From an optimization exercise on the open Yosys and OpenROAD flow, aimed at small area, a short achievable clock period and few clock cycles per item; shortcuts taken in it are not production practice. Only simulation tests tie the RTL to the original design; equivalence was not proved. No run shown here takes its clock network from TritonCTS; it comes from the design's own scripts or RTL. The clock port is modelled as an ideal driver, which makes a skipped or thinned clock tree look cheaper than it is; a real chip needs a root buffer or a tree. Power and IR drop assume default switching activity.

==> flow/design.v <==
module fib_good #(
    parameter int INPUT_WIDTH = 6,
    parameter int OUTPUT_WIDTH = 32
) (
    input  logic                    clk,
    input  logic                    rst,
    input  logic                    go,
    input  logic [ INPUT_WIDTH-1:0] n,
    output logic [OUTPUT_WIDTH-1:0] result,
    output logic                    overflow,
    output logic                    done
);
  localparam logic [63:0] COL0 = 64'hdb6db6db6db6db6c;
  localparam logic [63:0] COL1 = 64'h0c30c30c30c30c30;
  localparam logic [63:0] COL2 = 64'h0b40b40b40b40b40;
  localparam logic [63:0] COL3 = 64'hd180aed180aed180;
  localparam logic [63:0] COL4 = 64'hba00a8616d1eba00;
  localparam logic [63:0] COL5 = 64'h176d1deceba5cc00;
  localparam logic [63:0] COL6 = 64'ha2eba65d3173d000;
  localparam logic [63:0] COL7 = 64'haf31733d41426000;
  localparam logic [63:0] COL8 = 64'hc42cf42637828000;
  localparam logic [63:0] COL9 = 64'hb3464345996f0000;
  localparam logic [63:0] COL10 = 64'h1985ef5e17840000;
  localparam logic [63:0] COL11 = 64'hccde5f5379680000;
  localparam logic [63:0] COL12 = 64'hbd0852e2fa300000;
  localparam logic [63:0] COL13 = 64'hcbbde28297400000;
  localparam logic [63:0] COL14 = 64'h0a1082b479800000;
  localparam logic [63:0] COL15 = 64'hd1a0b475fa000000;
  localparam logic [63:0] COL16 = 64'hba1bc32e4c000000;
  localparam logic [63:0] COL17 = 64'h7accb42850000000;
  localparam logic [63:0] COL18 = 64'h4c66759de0000000;
  localparam logic [63:0] COL19 = 64'h8b332e1080000000;
  localparam logic [63:0] COL20 = 64'hd1999ecd00000000;
  localparam logic [63:0] COL21 = 64'h0cccc86600000000;
  localparam logic [63:0] COL22 = 64'h0bd0bde800000000;
  localparam logic [63:0] COL23 = 64'h67d67d3000000000;
  localparam logic [63:0] COL24 = 64'h5fd5fd4000000000;
  localparam logic [63:0] COL25 = 64'h890e4b8000000000;
  localparam logic [63:0] COL26 = 64'h67be8a0000000000;
  localparam logic [63:0] COL27 = 64'he97ebc0000000000;
  localparam logic [63:0] COL28 = 64'h8793100000000000;
  localparam logic [63:0] COL29 = 64'h6979a00000000000;
  localparam logic [63:0] COL30 = 64'h314cc00000000000;
  localparam logic [63:0] COL31 = 64'h9a3d000000000000;
  localparam logic [63:0] COL32 = 64'hfffe000000000000;
  logic busy_r, done_r;
  logic [5:0] n_r;
  logic start;
  logic [32:0] rom;
  logic [32:0] res_r;
  assign start = go & ~busy_r;
  always_ff @(posedge clk or posedge rst) begin
    if (rst) begin
      busy_r <= 1'b0;
      done_r <= 1'b0;
    end else begin
      busy_r <= start;
      done_r <= busy_r | (done_r & ~go);
    end
  end
  always_ff @(posedge clk) begin
    if (start) n_r <= n;
  end
  always_ff @(posedge clk) begin
    res_r <= rom;
  end
  assign rom[0] = COL0[n_r];
  assign rom[1] = COL1[n_r];
  assign rom[2] = COL2[n_r];
  assign rom[3] = COL3[n_r];
  assign rom[4] = COL4[n_r];
  assign rom[5] = COL5[n_r];
  assign rom[6] = COL6[n_r];
  assign rom[7] = COL7[n_r];
  assign rom[8] = COL8[n_r];
  assign rom[9] = COL9[n_r];
  assign rom[10] = COL10[n_r];
  assign rom[11] = COL11[n_r];
  assign rom[12] = COL12[n_r];
  assign rom[13] = COL13[n_r];
  assign rom[14] = COL14[n_r];
  assign rom[15] = COL15[n_r];
  assign rom[16] = COL16[n_r];
  assign rom[17] = COL17[n_r];
  assign rom[18] = COL18[n_r];
  assign rom[19] = COL19[n_r];
  assign rom[20] = COL20[n_r];
  assign rom[21] = COL21[n_r];
  assign rom[22] = COL22[n_r];
  assign rom[23] = COL23[n_r];
  assign rom[24] = COL24[n_r];
  assign rom[25] = COL25[n_r];
  assign rom[26] = COL26[n_r];
  assign rom[27] = COL27[n_r];
  assign rom[28] = COL28[n_r];
  assign rom[29] = COL29[n_r];
  assign rom[30] = COL30[n_r];
  assign rom[31] = COL31[n_r];
  assign rom[32] = COL32[n_r];
  assign done = done_r;
  assign {overflow, result} = res_r;
endmodule
==> flow/flow/run.sh <==
#!/bin/bash
# Own layout flow:
#  1. the standard synthesis (standard.sh synth), unchanged;
#  2. its combinational logic re-mapped by ABC (flow/remap.tcl, flow/remap.abc),
#     every flip-flop kept as synthesized, with its name and cell;
#  3. the standard floorplan and placement, with the delay cells
#     (dlymetal*, dlygate*, clkdlybuf*) added to the don't-use list;
#  4. a clock tree of one level, two clock buffers each driving half the flip-flops (flow/cts1.tcl)
#     in place of the standard clock tree synthesis, then timing repair;
#  5. the standard global and detailed routing and finishing.
# Each tool's output goes to a log file of its own in this folder.
set -euo pipefail
W=$PWD
R=$W/orfs/results/$FLOW_PLATFORM/fib_good/base
P=$FLOW_HOME/platforms/$FLOW_PLATFORM
LIB=$P/lib/sky130_fd_sc_hd__tt_025C_1v80.lib
DU="$(cat $W/flow/dont_use.txt)"

bash standard.sh synth > $W/1_standard_synth.log 2>&1
cp $R/1_2_yosys.v $W/standard_synth.v
IN=$W/standard_synth.v OUT=$R/1_2_yosys.v LIB=$LIB TOP=$FLOW_TOP \
  ABCSCRIPT=$W/flow/remap.abc yosys -c $W/flow/remap.tcl > $W/2_remap.log 2>&1
rm -f $R/1_synth.odb $R/1_synth.sdc

bash standard.sh "DONT_USE_CELLS=$DU" place > $W/3_place.log 2>&1

RESULTS_DIR=$R PLATFORM_DIR=$P LIB_FILE=$LIB DONT_USE="$DU" \
  CLKBUF=sky130_fd_sc_hd__clkbuf_16 NBUF=2 SETUP_SLACK_MARGIN=3.25 \
  openroad -no_init -exit $W/flow/cts1.tcl > $W/4_cts.log 2>&1

bash standard.sh "DONT_USE_CELLS=$DU" finish > $W/5_route_finish.log 2>&1
==> flow/flow/cts1.tcl <==
# Clock tree of one level: the clock port drives NBUF clock buffers, each
# placed at the centre of its cluster of flip-flops and driving their clock
# pins; the clusters come from a k-means split of the flip-flop positions.
# env: RESULTS_DIR, PLATFORM_DIR, LIB_FILE, DONT_USE, CLKBUF, NBUF, SETUP_SLACK_MARGIN
read_db $::env(RESULTS_DIR)/3_place.odb
read_liberty $::env(LIB_FILE)
read_sdc $::env(RESULTS_DIR)/3_place.sdc
source $::env(PLATFORM_DIR)/setRC.tcl
set_dont_use $::env(DONT_USE)

set block [ord::get_db_block]
set clk [$block findNet clk]
set master [[ord::get_db] findMaster $::env(CLKBUF)]
set k $::env(NBUF)

# clock pins and their positions
set pins {}
foreach it [$clk getITerms] {
  set bb [[$it getInst] getBBox]
  lappend pins [list $it [expr {([$bb xMin] + [$bb xMax]) / 2.0}] [expr {([$bb yMin] + [$bb yMax]) / 2.0}]]
}
set pins [lsort -real -index 1 $pins]
set n [llength $pins]
# initial centres: spread along x
set cx {}; set cy {}
for {set j 0} {$j < $k} {incr j} {
  set p [lindex $pins [expr {int(($j + 0.5) * $n / $k)}]]
  lappend cx [lindex $p 1]; lappend cy [lindex $p 2]
}
for {set iter 0} {$iter < 20} {incr iter} {
  set assign {}
  foreach p $pins {
    set best 0; set bd 1e30
    for {set j 0} {$j < $k} {incr j} {
      set d [expr {abs([lindex $p 1] - [lindex $cx $j]) + abs([lindex $p 2] - [lindex $cy $j])}]
      if {$d < $bd} { set bd $d; set best $j }
    }
    lappend assign $best
  }
  set sx [lrepeat $k 0.0]; set sy [lrepeat $k 0.0]; set sc [lrepeat $k 0]
  foreach p $pins a $assign {
    lset sx $a [expr {[lindex $sx $a] + [lindex $p 1]}]
    lset sy $a [expr {[lindex $sy $a] + [lindex $p 2]}]
    lset sc $a [expr {[lindex $sc $a] + 1}]
  }
  for {set j 0} {$j < $k} {incr j} {
    if {[lindex $sc $j] > 0} {
      lset cx $j [expr {[lindex $sx $j] / [lindex $sc $j]}]
      lset cy $j [expr {[lindex $sy $j] / [lindex $sc $j]}]
    }
  }
}
for {set j 0} {$j < $k} {incr j} {
  set buf [odb::dbInst_create $block $master clkbuf_root_$j]
  set net [odb::dbNet_create $block clknet_root_$j]
  $net setSigType CLOCK
  [$buf findITerm A] connect $clk
  [$buf findITerm X] connect $net
  $buf setLocation [expr {int([lindex $cx $j])}] [expr {int([lindex $cy $j])}]
  $buf setPlacementStatus PLACED
  lappend nets $net
}
foreach p $pins a $assign {
  set it [lindex $p 0]
  $it disconnect
  $it connect [lindex $nets $a]
}
puts "clock buffers: $k, pins per buffer: $sc"
detailed_placement
set_propagated_clock [all_clocks]
estimate_parasitics -placement
report_clock_latency
report_worst_slack -max
if {[info exists ::env(SETUP_SLACK_MARGIN)]} {
  repair_timing -setup_margin $::env(SETUP_SLACK_MARGIN) -repair_tns 100 -verbose
  detailed_placement
  estimate_parasitics -placement
}
report_worst_slack -max
report_worst_slack -min
report_checks -group_path_count 5 -format end
report_design_area
check_placement
write_db $::env(RESULTS_DIR)/4_1_cts.odb
write_sdc -no_timestamp $::env(RESULTS_DIR)/4_cts.sdc
==> flow/flow/dont_use.txt <==
sky130_fd_sc_hd__probe_p_8 sky130_fd_sc_hd__probec_p_8 sky130_fd_sc_hd__lpflow_bleeder_1 sky130_fd_sc_hd__lpflow_clkbufkapwr_1 sky130_fd_sc_hd__lpflow_clkbufkapwr_16 sky130_fd_sc_hd__lpflow_clkbufkapwr_2 sky130_fd_sc_hd__lpflow_clkbufkapwr_4 sky130_fd_sc_hd__lpflow_clkbufkapwr_8 sky130_fd_sc_hd__lpflow_clkinvkapwr_1 sky130_fd_sc_hd__lpflow_clkinvkapwr_16 sky130_fd_sc_hd__lpflow_clkinvkapwr_2 sky130_fd_sc_hd__lpflow_clkinvkapwr_4 sky130_fd_sc_hd__lpflow_clkinvkapwr_8 sky130_fd_sc_hd__lpflow_decapkapwr_12 sky130_fd_sc_hd__lpflow_decapkapwr_3 sky130_fd_sc_hd__lpflow_decapkapwr_4 sky130_fd_sc_hd__lpflow_decapkapwr_6 sky130_fd_sc_hd__lpflow_decapkapwr_8 sky130_fd_sc_hd__lpflow_inputiso0n_1 sky130_fd_sc_hd__lpflow_inputiso0p_1 sky130_fd_sc_hd__lpflow_inputiso1n_1 sky130_fd_sc_hd__lpflow_inputiso1p_1 sky130_fd_sc_hd__lpflow_inputisolatch_1 sky130_fd_sc_hd__lpflow_isobufsrc_1 sky130_fd_sc_hd__lpflow_isobufsrc_16 sky130_fd_sc_hd__lpflow_isobufsrc_2 sky130_fd_sc_hd__lpflow_isobufsrc_4 sky130_fd_sc_hd__lpflow_isobufsrc_8 sky130_fd_sc_hd__lpflow_isobufsrckapwr_16 sky130_fd_sc_hd__lpflow_lsbuf_lh_hl_isowell_tap_1 sky130_fd_sc_hd__lpflow_lsbuf_lh_hl_isowell_tap_2 sky130_fd_sc_hd__lpflow_lsbuf_lh_hl_isowell_tap_4 sky130_fd_sc_hd__lpflow_lsbuf_lh_isowell_4 sky130_fd_sc_hd__lpflow_lsbuf_lh_isowell_tap_1 sky130_fd_sc_hd__lpflow_lsbuf_lh_isowell_tap_2 sky130_fd_sc_hd__lpflow_lsbuf_lh_isowell_tap_4 sky130_fd_sc_hd__dlymetal6s2s_1 sky130_fd_sc_hd__dlymetal6s4s_1 sky130_fd_sc_hd__dlymetal6s6s_1 sky130_fd_sc_hd__dlygate4sd1_1 sky130_fd_sc_hd__dlygate4sd2_1 sky130_fd_sc_hd__dlygate4sd3_1 sky130_fd_sc_hd__clkdlybuf4s15_1 sky130_fd_sc_hd__clkdlybuf4s15_2 sky130_fd_sc_hd__clkdlybuf4s18_1 sky130_fd_sc_hd__clkdlybuf4s18_2 sky130_fd_sc_hd__clkdlybuf4s25_1 sky130_fd_sc_hd__clkdlybuf4s25_2 sky130_fd_sc_hd__clkdlybuf4s50_1 sky130_fd_sc_hd__clkdlybuf4s50_2 
==> flow/flow/remap.abc <==
strash
dch
map -a
strash
dch
map -a
strash
dch
map -B 0.9 -D 900
topo
stime -c
buffer -c
upsize -c -D 900
dnsize -c -D 900
stime -c
==> flow/flow/remap.tcl <==
# yosys -c: re-map the combinational logic of a mapped netlist,
# keeping every flip-flop instance (and its name) as it is.
# env: IN, OUT, LIB, TOP, ABCSCRIPT, ABCD (delay target in ps, optional)
yosys read_liberty -ignore_miss_func $::env(LIB)
yosys read_verilog $::env(IN)
yosys hierarchy -top $::env(TOP)
yosys setattr -mod -set keep_hierarchy 1 sky130_fd_sc_hd__df* sky130_fd_sc_hd__edf* sky130_fd_sc_hd__conb*
yosys flatten
yosys opt_clean -purge
set constr [file rootname $::env(OUT)].constr
set f [open $constr w]
puts $f "set_driving_cell sky130_fd_sc_hd__buf_1"
puts $f "set_load 0.005"
close $f
set dargs {}
if {[info exists ::env(ABCD)]} { set dargs [list -D $::env(ABCD)] }
yosys abc -liberty $::env(LIB) -constr $constr -script $::env(ABCSCRIPT) {*}$dargs -dont_use sky130_fd_sc_hd__probe_p_8 -dont_use sky130_fd_sc_hd__probec_p_8 -dont_use sky130_fd_sc_hd__lpflow_* $::env(TOP)
yosys opt_clean -purge
yosys rename -hide w:*.*
yosys tee -o [file rootname $::env(OUT)].stat stat -liberty $::env(LIB)
yosys "select -module $::env(TOP)"
yosys write_verilog -noattr -noexpr -nohex -nodec -selected $::env(OUT)
==> flow/standard.sh <==
#!/bin/bash
# synth_recipe.tcl (not shown) runs the flow's synth.tcl, then flattens the netlist and writes it again
# the make line also repeats each setting of config.mk as NAME=value (left out here)
make -C /OpenROAD-flow-scripts/flow DESIGN_CONFIG=/design/flow/config.mk WORK_HOME=/design/flow/orfs CLKGATE_MAP_FILE= SYNTH_SCRIPT=/design/flow/synth_recipe.tcl "${@:-finish}"
==> flow/config.mk <==
export PLATFORM = sky130hd
export DESIGN_NAME = fib_good
export DESIGN_NICKNAME = fib_good
export VERILOG_FILES = /design/flow/design.v
export SDC_FILE = /design/flow/constraint.sdc
export NUM_CORES = 4
export LEC_CHECK = 0
export ABC_AREA = 1
export CAP_MARGIN = 20
export CORE_MARGIN = 2
export CORE_UTILIZATION = 30
export SETUP_SLACK_MARGIN = 3.1
export SLEW_MARGIN = 20
==> flow/constraint.sdc <==
create_clock -name core_clock -period 5.0 [get_ports {clk}]
set_input_delay 1.0000 -clock core_clock [delete_from_list [all_inputs] [get_ports {clk}]]
set_output_delay 1.0000 -clock core_clock [all_outputs]
set_load 0.01 [all_outputs]
==> results of run 1 <==
[per-stage QoR]
stage	instance area (µm²)	setup WS, ns	power (mW)	instances
5_1_grt	2766	3.117	0.7848	525
3_3_place_gp	2597	2.677	0.5815	504
2_1_floorplan	2404	3.276	0.5116	376
6_report	2766	3.181	0.7426	525
3_5_place_dp	2597	2.679	0.5752	504
[where the power goes]
part	switching (mW)	total (mW)	internal (mW)
registers	0.0110	0.378	0.367
logic	0.149	0.207	0.0579
clock network	0.0850	0.158	0.0729
[layout make-up]
| class | instances | area share |
|---|---|---|
| multi-input combinational | 287 | 0.4740 |
| sequential | 41 | 0.3220 |
| timing repair buffer | 61 | 0.09498 |
| tap | 102 | 0.04613 |
| inverter | 32 | 0.04478 |
| buffer | 2 | 0.01809 |
[critical path, delay by kind of cell, from the launching register on]
kind / cells / cell delay, ns
flops: 1 / 0.48
buf+inv: 1 / 0.19
simple gates: 5 / 1.04
[sequential cells by signal, indices dropped and copies added (netlist names)]
register and flops:
n_r 6, res_r 33, busy_r 1, done_r 1
[placed cells by master (no fill, tap or decap), types with 2 or more instances in the layout]
cell type    n
a21oi_1     18
a31oi_1      4
buf_1       49
buf_2        6
buf_4        4
clkbuf_16    2
dfrtp_1      2
dfxtp_1     33
edfxtp_1     6
inv_1       25
inv_2        6
nand2_1    109
nand2_2      7
nand3_1     58
nand4_1      5
nor2_1      42
nor2_2       2
nor3_1       2
o211ai_1     9
o21ai_0     21
o21ai_1      3
o22ai_1      2
[worst min-delay path by stage]
stage,startpoint,to,cells past startpoint
after floorplan,busy_r,done_r,2
after global placement,busy_r,done_r,2
after detailed placement,busy_r,done_r,2
after global routing,done_r,done_r,2
final,busy_r,done_r,2
[layer usage]
layer | share of wire | GRT usage
met2 | 0.41 | 0.3309
met3 | 0.12 | 0.03868
met4 | 0.080 | 0.1409
met1 | 0.39 | 0.2872
met5 | 0 | 0
==> metrics.md, run 1 <==
| Metric | Value |
|---|---|
| Outcome | `timing/DRC/antenna clean` |
| Max IR drop VDD | `0.2313 mV` |
| Area Overhead vs Synth | `15.10%` |
| Fillers | `882` |
| Avg Cell Area, Syn | `6.392 µm²` |
| Clock slew at reported path FFs | `0.07 ns` |
| Kind of end point of the critical path | `flip-flop` |
| Cell area after synthesis | `2404 µm²` |
| Post-Syn Instances | `376` |
| Rows | `32` |
| Max Fanout on Critical Path | `9` |
| Final hold vios | `0` |
| Die Wd | `93.51 µm` |
| RSZ-0062 raised after global routing | `no` |
| Placeable Area | `7727 µm²` |
| Die height | `93.51 µm` |
| Final wirelength | `9475 µm` |
| Syn nets | `385` |
| Input/output buffers | `42` |
| CP startpoint | `n_r[0]` |
| DRC errors left | `0` |
| Pin count of the biggest net entering global routing | `35` |
| Type of origin of the critical path | `flip-flop` |
| Final setup viols | `0` |
| Max Cap Viol | `0` |
| CP arrival | `1.84 ns` |
| Routed WL per cell | `18.05 µm` |
| First-pass GRT wire length | `15010 µm` |
| Max-slew violations | `0` |
| Diode count | `0` |
| FF/Latch Area | `890.9 µm²` |
| Final period utilization | `0.3638` |
| Vias in the first global route | `2816` |
| Kind of critical path | `reg -> reg` |
| Initial Utilization | `0.3110` |
| Final min period | `1.819 ns` |
| R2R depth | `6` |
| Slowest CP cell | `edfxtp_1` |
| DR vias/cell | `5.644` |
| Vias | `2963` |
| Fmax | `0.5497 GHz` |
| Slew headroom | `0.5600` |
| Hpwl dp | `6769 µm` |
| # nets final | `434` |
| Setup TNS | `0 ns` |
| Final core occ | `0.3580` |
| 1st-iter DRT viols | `398` |
| Leak | `1.304 nW` |
| All-Layer GR Usage | `0.2194` |
| Remaining Overflow, GRT | `0` |
| Worst-Skew Late Latency | `0.16 ns` |
| Reg2reg setup slack | `3.18 ns` |
| Critical Path RT | `5.02 ns` |
| Crit-path max cell delay | `0.48 ns` |
| Top cell by count, worst path | `nand3_1` |
| Worst Skew | `0.01964 ns` |
| R2r endpoint | `res_r[11]` |
| Worst reg2reg path startpoint | `n_r[0]` |
| Io pins | `43` |
| Worst setup path endpoint | `res_r[11]` |
| Cell Chain, Critical Path | `inv_2 -> nand2_1 -> nand3_1 -> nand3_1 -> nand3_1 -> nand3_1` |
| Initial antenna violation count | `0` |
| Yosys warning count | `1` |
| Area taken by multi-input logic gates | `1311 µm²` |
| Ratio of cells with drive above 1 in the final layout | `0.07565` |
| Measured slew at the worst slew-check pin | `0.6576 ns` |
| DIE AREA | `8744 µm²` |
| Hold WS | `0.5116 ns` |
| Pwr dens | `268.4 nW/µm²` |
| Placer Congestion | `1.042` |
| HP Class | `reg -> reg` |
| First-pass DRT Iterations | `6` |
| Final ANT Viol Nets | `0` |
Testbench counts, summed over its fixed seeds: cycles 4,800, items 2,400.
==> run 2: changes to the inputs <==
--- a/flow/config.mk
+++ b/flow/config.mk
@@ -9,5 +9,5 @@
 export CAP_MARGIN = 20
 export CORE_MARGIN = 2
 export CORE_UTILIZATION = 30
-export SETUP_SLACK_MARGIN = 3.1
+export SETUP_SLACK_MARGIN = 3.28
 export SLEW_MARGIN = 20
==> run 2 against run 1 <==
Still clean on timing, DRC and antenna; critical path type unchanged; critical endpoint is now res_r[15]; clock power fell by 3%; via count up 0.67%; worst hold slack got worse by 0.0081 ns; highest routed layer unchanged; setup slack improved by 0.086 ns; core utilization up 0.89 points.
==> metrics.md, run 2 <==
| Metric | Value |
|---|---|
| Leak | `1.319 nW` |
| Pin count of the biggest net entering global routing | `35` |
| Pwr dens | `262.3 nW/µm²` |
| Initial antenna violation count | `0` |
| Commonest non-fill, non-tap cell in the layout | `nand2_1` |
| WHS Endpoint | `busy_r` |
| Setup TNS | `0 ns` |
| DIE AREA | `8744 µm²` |
| # nets final | `436` |
| Initial Utilization | `0.3110` |
| Avg Cell Area, Syn | `6.392 µm²` |
| Max Cap Viol | `0` |
| DRC errors left | `0` |
| Final min period | `1.733 ns` |
| R2r endpoint | `res_r[15]` |
| Placeable Area | `7727 µm²` |
| Max FFs per register | `33` |
| Kind of end point of the critical path | `flip-flop` |
| Measured slew at the worst slew-check pin | `0.5354 ns` |
| 1st-iter DRT viols | `583` |
| Worst Skew | `0.004183 ns` |
| Critical Path RT | `5.04 ns` |
| Top flop regs | `res_r (33), n_r (6)` |
| Final period utilization | `0.3467` |
| Cell area after synthesis | `2404 µm²` |
| First-pass DRT Iterations | `6` |
| Input/output buffers | `42` |
| R2R depth | `9` |
| Final wirelength | `9208 µm` |
| Remaining Overflow, GRT | `0` |
| Max-slew violations | `0` |
| First-pass GRT wire length | `14660 µm` |
| Diode count | `0` |
| Most frequent cells in the layout | `102 x nand2_1, 56 x nand3_1, 54 x buf_1, 40 x nor2_1, 33 x dfxtp_1` |
| Rows | `32` |
| Io pins | `43` |
| Die Wd | `93.51 µm` |
| Hpwl dp | `6417 µm` |
| CP startpoint | `n_r[1]` |
| Final Power | `0.7436 mW` |
| Slew headroom | `0.6418` |
| Final core occ | `0.3669` |
| Biggest register | `res_r` |
| Routed WL per cell | `17.47 µm` |
| CP arrival | `1.78 ns` |
| Crit-path max cell delay | `0.42 ns` |
| Max IR drop VDD | `0.1880 mV` |
| Area Overhead vs Synth | `17.96%` |
| Post-Syn Instances | `376` |
| Post-DP Area | `2600 µm²` |
| Vias | `2983` |
| Type of origin of the critical path | `flip-flop` |
| Final Instance Area | `2835 µm²` |
| Slowest CP cell | `edfxtp_1` |
| Die height | `93.51 µm` |
| Fmax | `0.5769 GHz` |
| HP Start | `busy_r` |
| Worst-Skew Late Latency | `0.15 ns` |
| Kind of critical path | `reg -> reg` |
| Cell Chain, Critical Path | `buf_4 -> nand2_2 -> nand2_1 -> nor2_1 -> inv_1 -> nand3_1 -> nand2_1 -> nand2_1 -> nand2_1` |
| Max Fanout on Critical Path | `8` |
| Final ANT Viol Nets | `0` |
| HP Class | `reg -> reg` |
| Outcome | `timing/DRC/antenna clean` |
| Clock slew at reported path FFs | `0.08 ns` |
| Top cell by count, worst path | `nand2_1` |
| All-Layer GR Usage | `0.2102` |
| DR vias/cell | `5.660` |
| Reg2reg setup slack | `3.27 ns` |
| Placer Congestion | `1.021` |
| Final hold vios | `0` |
| Ratio of cells with drive above 1 in the final layout | `0.09412` |
| Worst reg2reg path startpoint | `n_r[1]` |
| Final setup viols | `0` |
| Syn nets | `385` |
| Yosys warning count | `1` |
| Worst hold path depth | `1` |
| Vias in the first global route | `2778` |
| RSZ-0062 raised after global routing | `yes` |
[run 2: worst max-delay path, delay by kind of cell, from the launching register on]
| family | cells | cell delay [ns] |
|---|---|---|
| buffers and inverters | 2 | 0.35 |
| DFF | 1 | 0.42 |
| and+or+nand+nor | 7 | 0.85 |
[run 2: final cells by class]
cell class	instances	area (µm²)
repair buffers	63	271.5
inverters	32	131.4
multi-input cells	287	1364
well taps	102	127.6
plain buffers	2	50.05
flip-flops and latches	41	890.9
fillers	874	4892
[run 2: layer usage]
| metal | vias up | track usage | routed length, µm |
|---|---|---|---|
| li1 | 1351 | - | - |
| met1 | 1303 | 0.2841 | 3641 |
| met2 | 271 | 0.3249 | 3875 |
| met3 | 58 | 0.04351 | 1180 |
| met4 | 0 | 0.08701 | 510 |
| met5 | - | 0 | 0 |
[run 2: metrics by stage]
step / hold slack (ns) / setup slack (ns) / std cells
floorplan: 0.4712 / 3.414 / 376
global placement: 0.4972 / 2.752 / 504
detailed placement: 0.4955 / 2.784 / 504
global route: 0.5454 / 3.229 / 527
finish: 0.5035 / 3.267 / 527
[run 2: worst max path at each step]
stage          slack, ns        end
6_report            3.27  res_r[15]
5_1_grt             3.23  res_r[23]
3_5_place_dp        2.78   res_r[7]
3_3_place_gp        2.75   res_r[7]
2_1_floorplan       3.41     n_r[0]
[run 2: where the power goes]
part / switching, mW / leakage [nW] / internal (mW)
registers: 0.0116 / 0.358 / 0.367
logic: 0.152 / 0.937 / 0.0603
clock network: 0.0807 / 0.0246 / 0.0727
==> run 3: changes to the inputs <==
==> flow/flow/remap.abc (replaced) <==
strash
dch
map -a
strash
dch
map -a
strash
dch
map -B 0.9 -D 800
topo
stime -c
buffer -c
upsize -c -D 800
dnsize -c -D 800
stime -c
--- a/flow/config.mk
+++ b/flow/config.mk
@@ -9,5 +9,5 @@
 export CAP_MARGIN = 20
 export CORE_MARGIN = 2
 export CORE_UTILIZATION = 30
-export SETUP_SLACK_MARGIN = 3.28
+export SETUP_SLACK_MARGIN = 3.2
 export SLEW_MARGIN = 20
==> run 3 against run 2 <==
Still clean; sequential share of layout area about the same; synthesized cell count is the same; synthesized area increased by 3.1%; flip-flop and latch count did not move; worst hold slack improved by 0.0025 ns; largest power group unchanged.
==> metrics.md, run 3 <==
| Metric | Value |
|---|---|
| # placed instances | `508` |
| Final Non-Filler Cells | `527` |
| Max Cap Viol | `0` |
| Biggest register | `res_r` |
| Measured slew at the worst slew-check pin | `0.5012 ns` |
| DIE AREA | `9001 µm²` |
| Crit-path max cell delay | `0.44 ns` |
| 1st-iter DRT viols | `504` |
| Vias in the first global route | `2661` |
| Final setup viols | `0` |
| Yosys warning count | `1` |
| Critical Path RT | `5.04 ns` |
| Met3 Track Usage GR | `0.02953` |
| Final Instance Area | `2834 µm²` |
| Diode count | `0` |
| Final wirelength | `9474 µm` |
| Final core occ | `0.3502` |
| Most frequent cells in the layout | `99 x nand2_1, 56 x nand3_1, 47 x buf_1, 38 x nor2_1, 33 x dfxtp_1` |
| DR vias/cell | `5.624` |
| Die Wd | `94.88 µm` |
| DRC errors left | `0` |
| Ratio of cells with drive above 1 in the final layout | `0.1137` |
| Final hold vios | `0` |
| Final period utilization | `0.3480` |
| Setup TNS | `0 ns` |
| Routed WL per cell | `17.98 µm` |
| Area Overhead vs Synth | `14.39%` |
| Placer Congestion | `1.035` |
| Pin count of the biggest net entering global routing | `35` |
| Grt met2 use | `0.3339` |
| Rows | `33` |
| Type of origin of the critical path | `flip-flop` |
| Remaining Overflow, GRT | `0` |
| RSZ-0062 raised after global routing | `yes` |
| Vias | `2964` |
| Final ANT Viol Nets | `0` |
| Grt peak-use layer | `met2` |
| Cell area after synthesis | `2477 µm²` |
| Pwr dens | `263.7 nW/µm²` |
| Avg Cell Area, Syn | `6.589 µm²` |
| Outcome | `timing/DRC/antenna clean` |
| Placeable Area | `8093 µm²` |
| Net Switching | `0.2480 mW` |
| All-Layer GR Usage | `0.2083` |
| Kind of critical path | `reg -> reg` |
| Final min period | `1.740 ns` |
| Leak | `1.331 nW` |
| Hold WS | `0.5060 ns` |
| Fmax | `0.5746 GHz` |
| Seq pwr share | `0.506` |
| Worst-Skew Late Latency | `0.15 ns` |
| Io pins | `43` |
| Switching share of power | `0.3318` |
| # nets final | `433` |
| Input/output buffers | `42` |
| Comb power frac | `0.284` |
| Initial Utilization | `0.3061` |
| Initial antenna violation count | `0` |
| Clk pwr share | `0.210` |
| Post-DP Area | `2655 µm²` |
| HP Class | `reg -> reg` |
| Max IR drop VDD | `0.2077 mV` |
| Top flop regs | `res_r (33), n_r (6)` |
| Max FFs per register | `33` |
| First-pass GRT wire length | `14550 µm` |
| Slew headroom | `0.6646` |
| First-pass DRT Iterations | `5` |
| Post-Syn Instances | `376` |
| Top cell by count, worst path | `nand3_1` |
| CP arrival | `1.78 ns` |
| Max Fanout on Critical Path | `8` |
| Clock slew at reported path FFs | `0.08 ns` |
| Hpwl dp | `6711 µm` |
| Kind of end point of the critical path | `flip-flop` |
| Commonest non-fill, non-tap cell in the layout | `nand2_1` |
| Worst Skew | `0.01029 ns` |
| Syn nets | `385` |
| Global-route met1 utilization | `0.2825` |
| Int Power | `0.4994 mW` |
| Die height | `94.88 µm` |
| Slowest CP cell | `edfxtp_1` |
| Max-slew violations | `0` |
| Cell Chain, Critical Path | `buf_2 -> clkbuf_4 -> nand2_2 -> nand3_1 -> nand3_1 -> nand2_1 -> nand2_1 -> nand3_1` |
==> run 3: per-stage QoR <==
stage | setup slack [ns] | total power, mW
global route | 3.178 | 0.7884
finish | 3.260 | 0.7474
global placement | 2.678 | 0.5844
detailed placement | 2.768 | 0.5790
floorplan | 3.276 | 0.5186
==> run 3: final cells by class <==
class / count / area, µm²
Multi-Input combinational cell: 287 / 1376
Fill cell: 925 / 5259
Inverter: 32 / 127.6
Buffer: 2 / 50.05
Timing Repair Buffer: 60 / 257.7
Tap cell: 105 / 131.4
Sequential cell: 41 / 890.9
==> run 3: path summary, 6_finish.rpt <==
path                            startpoint  endpoint  slack [ns]  cells after the start
worst max register to register      n_r[1]  res_r[5]        3.26                      8
worst max-delay path                n_r[1]  res_r[5]        3.26                      8
worst min-delay path                busy_r    busy_r        0.51                      1
min in group asynchronous              rst    busy_r        0.66                      2
worst min register to register      busy_r    busy_r        0.51                      1
max in group asynchronous              rst    done_r        4.23                      2
==> run 3: power groups by stage <==
| stage | logic, mW | registers, mW | clock network, mW |
|---|---|---|---|
| after floorplan | 0.120 | 0.399 | 0 |
| after global placement | 0.189 | 0.395 | 0 |
| after detailed placement | 0.183 | 0.396 | 0 |
| after global routing | 0.230 | 0.381 | 0.178 |
| final | 0.212 | 0.378 | 0.157 |
==> run 3: layer usage <==
layer  part of all wire  wire length [µm]  vias to the layer above
li1                   -                 -                     1344
met1               0.40              3833                     1317
met2               0.43              4097                      246
met3               0.11              1034                       57
met4              0.054               508                        0
met5                  0                 0                        -
==> run 3: worst max-delay path, delay by kind of cell (launching register included) <==
kind	cells	cell delay (ns)
buffers and inverters	2	0.36
and+or+nand+nor	6	0.82
DFF	1	0.44
==> run 4: changes to the inputs <==
==> flow/flow/remap.abc (replaced) <==
strash
dch
map -a
strash
dch
map -a
strash
dch
map -B 0.9 -D 900
topo
stime -c
buffer -c
upsize -c -D 900
dnsize -c -D 900
stime -c
--- a/flow/config.mk
+++ b/flow/config.mk
@@ -8,6 +8,6 @@
 export ABC_AREA = 1
 export CAP_MARGIN = 20
 export CORE_MARGIN = 2
-export CORE_UTILIZATION = 30
-export SETUP_SLACK_MARGIN = 3.2
+export CORE_UTILIZATION = 25
+export SETUP_SLACK_MARGIN = 3.25
 export SLEW_MARGIN = 20
==> run 4 against run 3 <==
Still clean; fmax is 1.4% higher; sequential power hardly changed; wire length is 3.7% higher; sequential share of layout area is 0.38 points lower; combinational power hardly changed; clock power hardly changed; via count is 5.3% higher; total power is 0.48% higher; synthesized area is 3.0% lower; clock skew is 0.0017 ns higher; first-iteration DRC count is 53% higher; largest cell class unchanged.
==> metrics.md, run 4 <==
| Metric | Value |
|---|---|
| Most frequent cells in the layout | `106 x nand2_1, 56 x nand3_1, 50 x buf_1, 41 x nor2_1, 33 x dfxtp_1` |
| Kind of end point of the critical path | `flip-flop` |
| Slew headroom | `0.6425` |
| Cell area after synthesis | `2404 µm²` |
| Outcome | `timing/DRC/antenna clean` |
| Input/output buffers | `42` |
| Rows | `35` |
| Remaining Overflow, GRT | `0` |
| Final hold vios | `0` |
| 1st-iter DRT viols | `773` |
| Post-Syn Instances | `376` |
| Avg Cell Area, Syn | `6.392 µm²` |
| Max FFs per register | `33` |
| Vias | `3120` |
| Ratio of cells with drive above 1 in the final layout | `0.1023` |
| Diode count | `0` |
| Leak | `1.338 nW` |
| DIE AREA | `10410 µm²` |
| M1 wire length | `3670 µm` |
| Setup TNS | `0 ns` |
| Final core occ | `0.3090` |
| Type of origin of the critical path | `flip-flop` |
| Final min period | `1.716 ns` |
| Final Power | `0.7510 mW` |
| Final wirelength | `9829 µm` |
| Routed WL per cell | `17.58 µm` |
| Worst-Skew Late Latency | `0.15 ns` |
| DRC errors left | `0` |
| Placer Congestion | `1.052` |
| Commonest non-fill, non-tap cell in the layout | `nand2_1` |
| Measured slew at the worst slew-check pin | `0.5343 ns` |
| Met2 WL | `4012 µm` |
| Io pins | `43` |
| Final ANT Viol Nets | `0` |
| Final Non-Filler Cells | `559` |
| Initial antenna violation count | `0` |
| Syn nets | `385` |
| Max IR drop VDD | `0.1687 mV` |
| Clock slew at reported path FFs | `0.08 ns` |
| Critical Path RT | `5.09 ns` |
| Kind of critical path | `reg -> reg` |
| Die height | `102.1 µm` |
| Worst Skew | `0.01196 ns` |
| Max Fanout on Critical Path | `7` |
| Hpwl dp | `6803 µm` |
| Placeable Area | `9284 µm²` |
| DR vias/cell | `5.581` |
| DR WL met3 | `1345 µm` |
| Final setup viols | `0` |
| Area Overhead vs Synth | `19.36%` |
| Pin count of the biggest net entering global routing | `35` |
| # placed instances | `531` |
| # nets final | `441` |
| HP Class | `reg -> reg` |
| Uppermost routed layer | `met4` |
| Pwr dens | `261.8 nW/µm²` |
| All-Layer GR Usage | `0.1879` |
| RSZ-0062 raised after global routing | `yes` |
| First-pass DRT Iterations | `7` |
| Max Cap Viol | `0` |
| First-pass GRT wire length | `15400 µm` |
| Biggest register | `res_r` |
| Max-slew violations | `0` |
| Top flop regs | `res_r (33), n_r (6)` |
| Final period utilization | `0.3431` |
| Yosys warning count | `1` |
| Initial Utilization | `0.2589` |
| Die Wd | `102.1 µm` |
| Vias in the first global route | `2883` |
| Fmax | `0.5829 GHz` |
| CP arrival | `1.80 ns` |
==> run 4: worst max-delay path, stage by stage, from the launching register on <==
cell      delay (ns)
edfxtp_1        0.51
buf_2           0.23
nor2_1          0.45
nand2_1         0.12
nand2_1         0.09
nand3b_1        0.11
nand2_1         0.07
nand2_1         0.08
==> run 4: worst paths after layout <==
path	start	end	slack (ns)	cells after the start
max	n_r[3]	res_r[12]	3.28	7
min	busy_r	busy_r	0.51	1
max reg2reg	n_r[3]	res_r[12]	3.28	7
min reg2reg	busy_r	busy_r	0.51	1
max in group asynchronous	rst	done_r	4.23	2
min in group asynchronous	rst	busy_r	0.66	2
==> run 4: routing by layer <==
metal | track usage | vias up
met2 | 0.2869 | 310
met1 | 0.2471 | 1371
met5 | 0 | -
li1 | - | 1355
met4 | 0.1056 | 0
met3 | 0.03899 | 84
==> run 4: per-stage QoR <==
| step | cell area, µm² | hold WS (ns) | worst slack, ns |
|---|---|---|---|
| final | 2869 | 0.5140 | 3.284 |
| after global routing | 2869 | 0.5367 | 3.235 |
| after detailed placement | 2631 | 0.5078 | 2.719 |
| after global placement | 2631 | 0.4879 | 2.677 |
| after floorplan | 2404 | 0.4754 | 3.276 |
==> run 4: area by class of cell <==
cell class                 instances  area, µm²
fill                            1059       6415
tap                              129      161.4
multi-input combinational        287       1341
sequential                        41      890.9
timing repair buffer              67      294.0
timing repair inverter             1      5.005
inverter                          32      126.4
buffer                             2      50.05
==> run 4: power breakdown <==
group	leakage [nW]	total (mW)	internal [mW]	switching, mW
logic	0.956	0.213	0.0606	0.153
clock network	0.0246	0.158	0.0730	0.0854
registers	0.358	0.379	0.367	0.0126
total	1.34	0.751	0.500	0.251
==> run 5: changes to the inputs <==
--- a/flow/config.mk
+++ b/flow/config.mk
@@ -8,6 +8,6 @@
 export ABC_AREA = 1
 export CAP_MARGIN = 20
 export CORE_MARGIN = 2
-export CORE_UTILIZATION = 25
+export CORE_UTILIZATION = 40
 export SETUP_SLACK_MARGIN = 3.25
 export SLEW_MARGIN = 20
==> run 5 against run 4 <==
Still clean on timing, DRC and antenna; largest cell class unchanged; register-to-register slack is essentially flat; clock power down 4%; wire length down 12%.
==> metrics.md, run 5 <==
| Metric | Value |
|---|---|
| Initial antenna violation count | `0` |
| Remaining Overflow, GRT | `0` |
| Int Power | `0.4978 mW` |
| First-pass DRT Iterations | `5` |
| Final setup viols | `0` |
| Switching share of power | `0.3217` |
| Critical Path RT | `5.09 ns` |
| Final hold vios | `0` |
| Worst reg2reg path startpoint | `n_r[2]` |
| Slew headroom | `0.7038` |
| Worst Skew | `0.007516 ns` |
| # nets final | `433` |
| Initial Utilization | `0.4108` |
| Leak | `1.301 nW` |
| Diode count | `0` |
| DR vias/cell | `6.012` |
| Avg Cell Area, Syn | `6.392 µm²` |
| First-pass GRT wire length | `13740 µm` |
| RSZ-0062 raised after global routing | `no` |
| Fillers | `612` |
| FF/Latch Area | `890.9 µm²` |
| Ratio of cells with drive above 1 in the final layout | `0.09005` |
| Max IR drop VDD | `0.2196 mV` |
| DRC errors left | `0` |
| Pin count of the biggest net entering global routing | `35` |
| All-Layer GR Usage | `0.2675` |
| 1st-iter DRT viols | `540` |
| Die Wd | `81.52 µm` |
| Die height | `81.52 µm` |
| Max Fanout on Critical Path | `8` |
| Routed WL per cell | `17.40 µm` |
| Area taken by multi-input logic gates | `1334 µm²` |
| Most frequent cells in the layout | `106 x nand2_1, 58 x nand3_1, 49 x buf_1, 38 x nor2_1, 33 x dfxtp_1` |
| Kind of end point of the critical path | `flip-flop` |
| Type of origin of the critical path | `flip-flop` |
| Syn nets | `385` |
| Placeable Area | `5851 µm²` |
| Rows | `28` |
| Placer Congestion | `1.037` |
| Comb power frac | `0.280` |
| Clock slew at reported path FFs | `0.08 ns` |
| Final ANT Viol Nets | `0` |
| Input/output buffers | `42` |
| Setup TNS | `0 ns` |
| Io pins | `43` |
| Vias | `2988` |
| Yosys warning count | `1` |
| Max-slew violations | `0` |
| Outcome | `timing/DRC/antenna clean` |
| Final period utilization | `0.3443` |
| Area Overhead vs Synth | `14.52%` |
| Cell area after synthesis | `2404 µm²` |
| Final min period | `1.721 ns` |
| Max Cap Viol | `0` |
| Commonest non-fill, non-tap cell in the layout | `nand2_1` |
| Kind of critical path | `reg -> reg` |
| Fmax | `0.5809 GHz` |
| Net Switching | `0.2361 mW` |
| Pwr dens | `266.6 nW/µm²` |
| HP Start | `busy_r` |
| Biggest register | `res_r` |
| Seq pwr share | `0.513` |
| Vias in the first global route | `2748` |
| Measured slew at the worst slew-check pin | `0.4427 ns` |
| Hpwl dp | `6098 µm` |
| CP startpoint | `n_r[2]` |
| Top flop regs | `res_r (33), n_r (6)` |
| Hold WS | `0.5090 ns` |
| HP Class | `reg -> reg` |
| CP arrival | `1.81 ns` |
| DIE AREA | `6645 µm²` |
| Final wirelength | `8648 µm` |
| Clk pwr share | `0.207` |
| Post-Syn Instances | `376` |
| Max FFs per register | `33` |
| Worst-Skew Late Latency | `0.15 ns` |
-- run 5: layer usage --
metal | track usage | up-vias | wire, µm
li1 | - | 1344 | -
met1 | 0.3504 | 1285 | 3260
met2 | 0.4197 | 293 | 3632
met3 | 0.04505 | 66 | 1151
met4 | 0.1424 | 0 | 604
met5 | 0 | - | 0
-- run 5: path summary, 6_finish.rpt --
| kind | to | slack (ns) | cells past startpoint |
|---|---|---|---|
| setup / recovery | res_r[10] | 3.28 | 6 |
| setup reg to reg | res_r[10] | 3.28 | 6 |
| hold / removal | busy_r | 0.51 | 1 |
| min in group asynchronous | done_r | 0.65 | 2 |
| max in group asynchronous | busy_r | 4.25 | 2 |
| hold reg to reg | busy_r | 0.51 | 1 |
-- run 5: metrics by stage --
step | setup WS (ns) | cells | power, mW | instance area [µm²] | util
finish | 3.279 | 497 | 0.7339 | 2753 | 0.4705
detailed placement | 2.894 | 477 | 0.5687 | 2564 | 0.4382
global placement | 2.900 | 477 | 0.5730 | 2564 | 0.4382
floorplan | 3.276 | 376 | 0.5116 | 2404 | -
global route | 3.242 | 497 | 0.7772 | 2753 | 0.4705
-- run 5: power by group through the flow --
stage	clock, mW	combinational, mW	sequential, mW
2_1_floorplan	0	0.113	0.398
3_3_place_gp	0	0.180	0.393
3_5_place_dp	0	0.176	0.393
5_1_grt	0.172	0.225	0.381
6_report	0.152	0.205	0.377
-- run 5: critical path, stage by stage (launching register included) --
cell	delay, ns
edfxtp_1	0.50
buf_2	0.20
nand2_1	0.30
nand2_1	0.25
o21ai_1	0.25
nand2_1	0.07
nand3_1	0.08
-- run 5: area by class of cell --
| class | count | share of cell area |
|---|---|---|
| buffer | 2 | 0.01818 |
| inverter | 32 | 0.04591 |
| multi-input combinational | 287 | 0.4845 |
| sequential | 41 | 0.3236 |
| tap | 75 | 0.03409 |
| timing repair buffer | 60 | 0.09364 |
==> run 6: changes to the inputs <==
--- a/flow/config.mk
+++ b/flow/config.mk
@@ -8,6 +8,6 @@
 export ABC_AREA = 1
 export CAP_MARGIN = 20
 export CORE_MARGIN = 2
-export CORE_UTILIZATION = 40
+export CORE_UTILIZATION = 30
 export SETUP_SLACK_MARGIN = 3.25
 export SLEW_MARGIN = 20
==> run 6 against run 5 <==
Still clean on timing, DRC and antenna; worst hold slack improved by 0.0052 ns; wire length rose by 10%; synthesized area did not move; global-route usage fell by 4.8 points; critical endpoint is now res_r[17]; synthesized cell count did not move; final area rose by 1.7%; highest routed layer unchanged.
==> metrics.md, run 6 <==
| Metric | Value |
|---|---|
| Setup TNS | `0 ns` |
| Outcome | `timing/DRC/antenna clean` |
| Cell area after synthesis | `2404 µm²` |
| 1st-iter DRT viols | `422` |
| Initial Utilization | `0.3110` |
| Die height | `93.51 µm` |
| Type of origin of the critical path | `flip-flop` |
| Final wirelength | `9528 µm` |
| Cell Chain, Critical Path | `buf_6 -> nand2_2 -> inv_1 -> nand2_1 -> nand2_1 -> o21ai_1 -> nand2_1 -> nand3_1` |
| Critical Path RT | `5.11 ns` |
| Max Fanout on Critical Path | `11` |
| Pin count of the biggest net entering global routing | `35` |
| Final setup viols | `0` |
| Hpwl dp | `6769 µm` |
| All-Layer GR Usage | `0.2194` |
| Top cell by count, worst path | `nand2_1` |
| Top flop regs | `res_r (33), n_r (6)` |
| First-pass GRT wire length | `15010 µm` |
| Max FFs per register | `33` |
| R2r endpoint | `res_r[17]` |
| Max Cap Viol | `0` |
| Max IR drop VDD | `0.2315 mV` |
| Input/output buffers | `42` |
| Max-slew violations | `0` |
| Final min period | `1.697 ns` |
| HP Class | `reg -> reg` |
| Commonest non-fill, non-tap cell in the layout | `nand2_1` |
| Area Overhead vs Synth | `16.50%` |
| Placeable Area | `7727 µm²` |
| Final core occ | `0.3624` |
| Initial antenna violation count | `0` |
| Crit-path max cell delay | `0.43 ns` |
| Most frequent cells in the layout | `107 x nand2_1, 57 x nand3_1, 49 x buf_1, 39 x nor2_1, 33 x dfxtp_1` |
| DR vias/cell | `5.632` |
| Measured slew at the worst slew-check pin | `0.5171 ns` |
| Final period utilization | `0.3395` |
| Worst-Skew Late Latency | `0.16 ns` |
| Leak | `1.319 nW` |
| Final hold vios | `0` |
| Worst reg2reg path startpoint | `n_r[1]` |
| Diode count | `0` |
| First-pass DRT Iterations | `5` |
| Io pins | `43` |
| R2R depth | `8` |
| Kind of end point of the critical path | `flip-flop` |
| Fmax | `0.5891 GHz` |
| Ratio of cells with drive above 1 in the final layout | `0.09412` |
| Remaining Overflow, GRT | `0` |
| Rows | `32` |
| Slowest CP cell | `edfxtp_1` |
| RSZ-0062 raised after global routing | `yes` |
| Slew headroom | `0.6549` |
| Post-Syn Instances | `376` |
| Placer Congestion | `1.042` |
| Syn nets | `385` |
| Worst Skew | `0.01945 ns` |
| Routed WL per cell | `18.08 µm` |
| Vias in the first global route | `2816` |
| Worst hold path depth | `2` |
| # nets final | `436` |
| WHS Endpoint | `done_r` |
| Vias | `2968` |
| Biggest register | `res_r` |
| Avg Cell Area, Syn | `6.392 µm²` |
| HP Start | `done_r` |
| Clock slew at reported path FFs | `0.09 ns` |
| Reg2reg setup slack | `3.30 ns` |
| DIE AREA | `8744 µm²` |
| DRC errors left | `0` |
| Die Wd | `93.51 µm` |
| Kind of critical path | `reg -> reg` |
| Yosys warning count | `1` |
| Final ANT Viol Nets | `0` |
| CP arrival | `1.80 ns` |
| Pwr dens | `266.1 nW/µm²` |
[run 6: cell types whose count changed in the layout (fill, tap and decap cells not counted), sizes merged]
cell,change
clkinv,+1
inv,-1
buf,+3
[run 6: how the worst max path moves through the flow]
| stage | to | slack [ns] | start | depth (start not counted) |
|---|---|---|---|---|
| 2_1_floorplan | n_r[0] | 3.28 | go | 2 |
| 3_3_place_gp | res_r[22] | 2.68 | n_r[3] | 5 |
| 3_5_place_dp | res_r[22] | 2.68 | n_r[3] | 5 |
| 5_1_grt | res_r[20] | 3.25 | n_r[1] | 7 |
| 6_report | res_r[17] | 3.30 | n_r[1] | 8 |
[run 6: final cells by class]
class,instances,area [µm²]
plain buffers,2,50.05
fillers,885,4927
inverters,32,125.1
multi-input cells,287,1334
flip-flops and latches,41,890.9
well taps,102,127.6
repair buffers,63,272.8
[run 6: stage by stage]
step                setup WS, ns  instance area [µm²]  hold WS, ns  total power, mW  std cells
floorplan                  3.276                 2404       0.4754           0.5116        376
global placement           2.677                 2597       0.4905           0.5815        504
detailed placement         2.679                 2597       0.5041           0.5752        504
global route               3.246                 2800       0.5685           0.7880        527
finish                     3.303                 2800       0.5142           0.7451        527
[run 6: per-layer routing]
layer,up-vias,part of all wire,wire length [µm],track usage
li1,1352,-,-,-
met1,1310,0.38,3643,0.2872
met2,245,0.42,4002,0.3309
met3,61,0.12,1137,0.03868
met4,0,0.078,744,0.1409
met5,-,0,0,0
[run 6: power breakdown]
group / total (mW) / internal (mW) / switching, mW
clock: 0.158 / 0.0729 / 0.0847
combinational: 0.210 / 0.0593 / 0.151
sequential: 0.377 / 0.367 / 0.0109
[run 6: critical path, delay by kind of cell (launching register included)]
| kind | cells | cell delay (ns) |
|---|---|---|
| DFF | 1 | 0.43 |
| and+or+nand+nor | 5 | 0.65 |
| buffers and inverters | 2 | 0.36 |
| AOI/OAI and AO/OA | 1 | 0.22 |
==> run 7: changes to the inputs <==
==> flow/flow/remap.abc (replaced) <==
strash
dch
map -a
strash
dch
map -a
strash
dch
map -B 0.9 -D 850
topo
stime -c
buffer -c
upsize -c -D 850
dnsize -c -D 850
stime -c
==> run 7 against run 6 <==
Still clean on timing, DRC and antenna; worst hold slack got worse by 0.0082 ns; synthesized cell count did not move; core utilization fell by 0.74 points; largest power group unchanged; highest routed layer unchanged.
==> metrics.md, run 7 <==
| Metric | Value |
|---|---|
| Area Overhead vs Synth | `15.96%` |
| DIE AREA | `9001 µm²` |
| Cell area after synthesis | `2477 µm²` |
| Final Non-Filler Cells | `528` |
| Input/output buffers | `42` |
| Measured slew at the worst slew-check pin | `0.5270 ns` |
| Die Wd | `94.88 µm` |
| Max IR drop VDD | `0.2079 mV` |
| Slowest CP cell | `edfxtp_1` |
| Die height | `94.88 µm` |
| # nets final | `434` |
| Leak | `1.335 nW` |
| Yosys warning count | `1` |
| First-pass GRT wire length | `14550 µm` |
| Worst-Skew Late Latency | `0.15 ns` |
| Syn nets | `385` |
| Vias in the first global route | `2661` |
| Top cell by count, worst path | `nor2_1` |
| Final setup viols | `0` |
| Final ANT Viol Nets | `0` |
| Worst reg2reg path startpoint | `n_r[5]` |
| DR vias/cell | `5.644` |
| Post-Syn Instances | `376` |
| HP Class | `reg -> reg` |
| Pin count of the biggest net entering global routing | `35` |
| Outcome | `timing/DRC/antenna clean` |
| Vias | `2980` |
| Most frequent cells in the layout | `97 x nand2_1, 55 x nand3_1, 47 x buf_1, 38 x nor2_1, 33 x dfxtp_1` |
| Placeable Area | `8093 µm²` |
| Max FFs per register | `33` |
| # placed instances | `508` |
| Avg Cell Area, Syn | `6.589 µm²` |
| R2r endpoint | `res_r[4]` |
| Buf/Inv on CP | `2` |
| Diode count | `0` |
| Commonest non-fill, non-tap cell in the layout | `nand2_1` |
| HP Start | `busy_r` |
| R2R depth | `8` |
| Type of origin of the critical path | `flip-flop` |
| Initial Utilization | `0.3061` |
| Final wirelength | `9583 µm` |
| Remaining Overflow, GRT | `0` |
| First-pass DRT Iterations | `5` |
| Final period utilization | `0.3344` |
| Hpwl dp | `6711 µm` |
| CP Depth | `8` |
| Placer Congestion | `1.035` |
| Final hold vios | `0` |
| Worst Skew | `0.01159 ns` |
| Setup TNS | `0 ns` |
| Kind of critical path | `reg -> reg` |
| Critical Path RT | `5.09 ns` |
| Slew headroom | `0.6473` |
| DRC errors left | `0` |
| Biggest register | `res_r` |
| All-Layer GR Usage | `0.2083` |
| Max Fanout on Critical Path | `6` |
| WHS Endpoint | `busy_r` |
| Crit-path max cell delay | `0.42 ns` |
| Kind of end point of the critical path | `flip-flop` |
| Pwr dens | `261.9 nW/µm²` |
| Fmax | `0.5981 GHz` |
| CP top delay family | `simple AND/OR/NAND/NOR gates` |
| RSZ-0062 raised after global routing | `yes` |
| Cell Chain, Critical Path | `buf_2 -> buf_6 -> nor2_1 -> or2_1 -> nand2_1 -> nand3_1 -> nor2_1 -> nor2_1` |
| Final min period | `1.672 ns` |
| Clock slew at reported path FFs | `0.08 ns` |
| Top flop regs | `res_r (33), n_r (6)` |
| 1st-iter DRT viols | `468` |
| Max-slew violations | `0` |
| Worst hold path depth | `1` |
| Initial antenna violation count | `0` |
| Max Cap Viol | `0` |
| Ratio of cells with drive above 1 in the final layout | `0.1253` |
| Routed WL per cell | `18.15 µm` |
| Reg2reg setup slack | `3.33 ns` |
| Rows | `33` |
| CP arrival | `1.76 ns` |
| Io pins | `43` |
-- run 7: cell types whose count changed in the layout (fill, tap and decap cells not counted), sizes merged --
| cell | before | now |
|---|---|---|
| buf | 62 | 59 |
| clkinv | 1 | 0 |
| inv | 30 | 31 |
| clkbuf | 3 | 4 |
-- run 7: stage by stage --
stage                     utilization  setup WS, ns  hold slack, ns  power [mW]  cell area [µm²]
final                          0.3550         3.328          0.5060      0.7524             2873
after global routing           0.3550         3.221          0.5362      0.7920             2873
after detailed placement       0.3281         2.768          0.5085      0.5790             2655
after global placement         0.3281         2.678          0.4899      0.5844             2655
after floorplan                     -         3.276          0.4754      0.5186             2477
-- run 7: worst register-to-register path, stage by stage, from the launching register on --
cell and delay, ns:
edfxtp_1 0.42, buf_2 0.19, buf_6 0.14, nor2_1 0.30, or2_1 0.26, nand2_1 0.08, nand3_1 0.09, nor2_1 0.04
nor2_1 0.09
-- run 7: report_power, final --
| part | switching, mW | internal [mW] | leakage, nW |
|---|---|---|---|
| registers | 0.0113 | 0.367 | 0.358 |
| logic | 0.155 | 0.0616 | 0.952 |
| clock network | 0.0850 | 0.0729 | 0.0246 |
| total | 0.251 | 0.501 | 1.33 |
-- run 7: layer usage --
metal  wire [µm]  GRT usage  vias to the layer above
li1            -          -                     1346
met1        3833     0.2825                     1333
met2        4139     0.3339                      246
met3        1069    0.02953                       55
met4         540    0.08092                        0
met5           0          0                        -
-- run 7: area by class of cell --
cell class / count / area [µm²]
Fill cell: 917 / 5220
Multi-Input combinational cell: 287 / 1400
Timing Repair Buffer: 61 / 269.0
Inverter: 32 / 131.4
Buffer: 2 / 50.05
Tap cell: 105 / 131.4
Sequential cell: 41 / 890.9
-- run 7: worst max-delay path by stage --
stage | from | endpoint
global placement | n_r[2] | res_r[0]
global route | n_r[2] | res_r[0]
floorplan | go | n_r[0]
detailed placement | n_r[2] | res_r[0]
finish | n_r[5] | res_r[4]
==> run 8: changes to the inputs <==
==> flow/flow/remap.abc (replaced) <==
strash
dch
map -a
strash
dch
map -a
strash
dch
map -B 0.9 -D 950
topo
stime -c
buffer -c
upsize -c -D 950
dnsize -c -D 950
stime -c
==> run 8 against run 7 <==
Critical path depth shrank 3; combinational power is essentially flat; setup slack got worse by 0.081 ns; sequential power hardly changed; critical endpoint is now res_r[22]; still clean; final cell count is 0.95% higher.
==> metrics.md, run 8 <==
| Metric | Value |
|---|---|
| Outcome | `timing/DRC/antenna clean` |
| CP top delay family | `buffers and inverters` |
| Final period utilization | `0.3505` |
| Syn nets | `385` |
| Type of origin of the critical path | `flip-flop` |
| 1st-iter DRT viols | `450` |
| Max Fanout on Critical Path | `34` |
| Clock slew at reported path FFs | `0.09 ns` |
| Biggest register | `res_r` |
| Worst hold path depth | `1` |
| Pre-CTS setup slack | `2.746 ns` |
| DIE AREA | `8666 µm²` |
| Pin count of the biggest net entering global routing | `35` |
| All-Layer GR Usage | `0.2247` |
| Commonest non-fill, non-tap cell in the layout | `nand2_1` |
| RSZ-0062 raised after global routing | `yes` |
| Critical Path RT | `5.04 ns` |
| Avg Cell Area, Syn | `6.333 µm²` |
| Placer Congestion | `1.037` |
| Max-slew violations | `0` |
| R2r endpoint | `res_r[22]` |
| Fmax | `0.5706 GHz` |
| Cell Chain, Critical Path | `clkinv_2 -> nor2_2 -> inv_1 -> o21ai_0 -> nor3_1` |
| Slowest CP cell | `clkinv_2` |
| Slew headroom | `0.6671` |
| Worst-Skew Late Latency | `0.15 ns` |
| Die height | `93.09 µm` |
| Leak | `1.335 nW` |
| Kind of end point of the critical path | `flip-flop` |
| Hold WS | `0.5141 ns` |
| Final ANT Viol Nets | `0` |
| Reg2reg setup slack | `3.25 ns` |
| HP Start | `busy_r` |
| DRC errors left | `0` |
| Diode count | `0` |
| Placeable Area | `7727 µm²` |
| Input/output buffers | `42` |
| Routed WL per cell | `18.26 µm` |
| Max FFs per register | `33` |
| Yosys warning count | `1` |
| Area Overhead vs Synth | `19.97%` |
| Crit-path max cell delay | `0.42 ns` |
| Hpwl dp | `6771 µm` |
| Worst Skew | `0.009478 ns` |
| Final wirelength | `9735 µm` |
| Ratio of cells with drive above 1 in the final layout | `0.1114` |
| Kind of critical path | `reg -> reg` |
| Post-Syn Instances | `376` |
| Remaining Overflow, GRT | `0` |
| Rows | `32` |
| Die Wd | `93.09 µm` |
| Most frequent cells in the layout | `104 x nand2_1, 56 x nand3_1, 55 x buf_1, 38 x nor2_1, 33 x dfxtp_1` |
| Initial antenna violation count | `0` |
| Worst reg2reg path startpoint | `n_r[3]` |
| Buf/Inv on CP | `2` |
| First-pass DRT Iterations | `5` |
| Setup TNS | `0 ns` |
| Io pins | `43` |
| WHS Endpoint | `busy_r` |
| First-pass GRT wire length | `15430 µm` |
| Max IR drop VDD | `0.2323 mV` |
| Final min period | `1.753 ns` |
| HP Class | `reg -> reg` |
| Measured slew at the worst slew-check pin | `0.4988 ns` |
| Vias in the first global route | `2926` |
| Pwr dens | `263.8 nW/µm²` |
| Cell area after synthesis | `2381 µm²` |
| CP arrival | `1.79 ns` |
| # nets final | `442` |
| Final hold vios | `0` |
| Vias | `3013` |
| DR vias/cell | `5.653` |
| Final setup viols | `0` |
| Initial Utilization | `0.3081` |
| Max Cap Viol | `0` |
| Worst setup slack after layout | `3.247 ns` |
| Top flop regs | `res_r (33), n_r (6)` |
| R2R depth | `5` |
run 8: report_power, final:
group          internal [mW]  total, mW  switching (mW)
combinational         0.0613      0.216           0.155
clock                 0.0730      0.160          0.0872
sequential             0.367      0.377          0.0106
total                  0.501      0.754           0.253
run 8: per-stage QoR:
step,total power [mW],util,instances,area [µm²]
2_1_floorplan,0.5091,-,376,2381
3_3_place_gp,0.5770,0.3342,504,2582
3_5_place_dp,0.5730,0.3342,504,2582
5_1_grt,0.7963,0.3697,533,2856
6_report,0.7536,0.3697,533,2856
run 8: worst max-delay path by stage:
| stage | to | cells after the start | slack, ns | start |
|---|---|---|---|---|
| floorplan | n_r[0] | 2 | 3.28 | go |
| detailed placement | res_r[22] | 5 | 2.75 | n_r[3] |
| global route | res_r[22] | 5 | 3.18 | n_r[3] |
| finish | res_r[22] | 5 | 3.25 | n_r[3] |
| global placement | res_r[22] | 5 | 2.74 | n_r[3] |
run 8: metal layers:
metal | wire length (µm) | share of wire | track usage | vias to the layer above
met3 | 1137 | 0.12 | 0.04271 | 56
met1 | 3778 | 0.39 | 0.2849 | 1320
met5 | 0 | 0 | 0 | -
met4 | 631 | 0.065 | 0.1299 | 0
met2 | 4187 | 0.43 | 0.3563 | 275
li1 | - | - | - | 1362
run 8: layout make-up:
type	instances	area [µm²]
Fill cell	885	4871
Tap cell	102	127.6
Timing Repair Buffer	69	297.8
Sequential cell	41	890.9
Buffer	2	50.05
Inverter	32	127.6
Multi-Input combinational cell	287	1363

-- afterwards: timing with drivers on the ports --
The flow's constraints put no driver on any port. The routed layouts listed below were extracted and timed again, unchanged, in two steps. Step 1: set_driving_cell puts a clkbuf_16 on clk and a buf_2 on each other input, an assumption about the parent block. Step 2 adds t to the input delays and takes it off the output delays; t is the mean of the earliest and latest rising clock arrival at the registers after step 1. Input paths then give back, and output paths get back, about the clock's delay inside the block. a / b / c = ideal / step 1 / step 2; a / b = the first two.
run | t (ns) | setup slack, ns | hold slack, ns | worst setup path at the end | cell pins on the clock port's net
run 1 | 0.201 | 3.181 / 3.181 / 3.112 | 0.512 / 0.512 / 0.512 | input to register | 2
run 2 | 0.197 | 3.267 / 3.267 / 3.267 | 0.503 / 0.503 / 0.503 | register to register | 2
run 3 | 0.200 | 3.260 / 3.260 / 3.260 | 0.506 / 0.506 / 0.506 | register to register | 2
run 4 | 0.203 | 3.284 / 3.270 / 3.233 | 0.514 / 0.514 / 0.514 | input to register | 2
run 5 | 0.196 | 3.279 / 3.279 / 3.271 | 0.509 / 0.509 / 0.509 | input to register | 2
run 6 | 0.201 | 3.303 / 3.265 / 3.264 | 0.514 / 0.514 / 0.514 | input to register | 2
run 7 | 0.200 | 3.328 / 3.294 / 3.277 | 0.506 / 0.506 / 0.506 | input to register | 2
run 8 | 0.204 | 3.247 / 3.247 / 3.247 | 0.514 / 0.514 / 0.514 | register to register | 2
After both steps setup and hold are still met in every run listed. For run 1, which loses most, drivers alone change the setup slack by 0.000 ns; drivers and shift together by -0.069 ns.
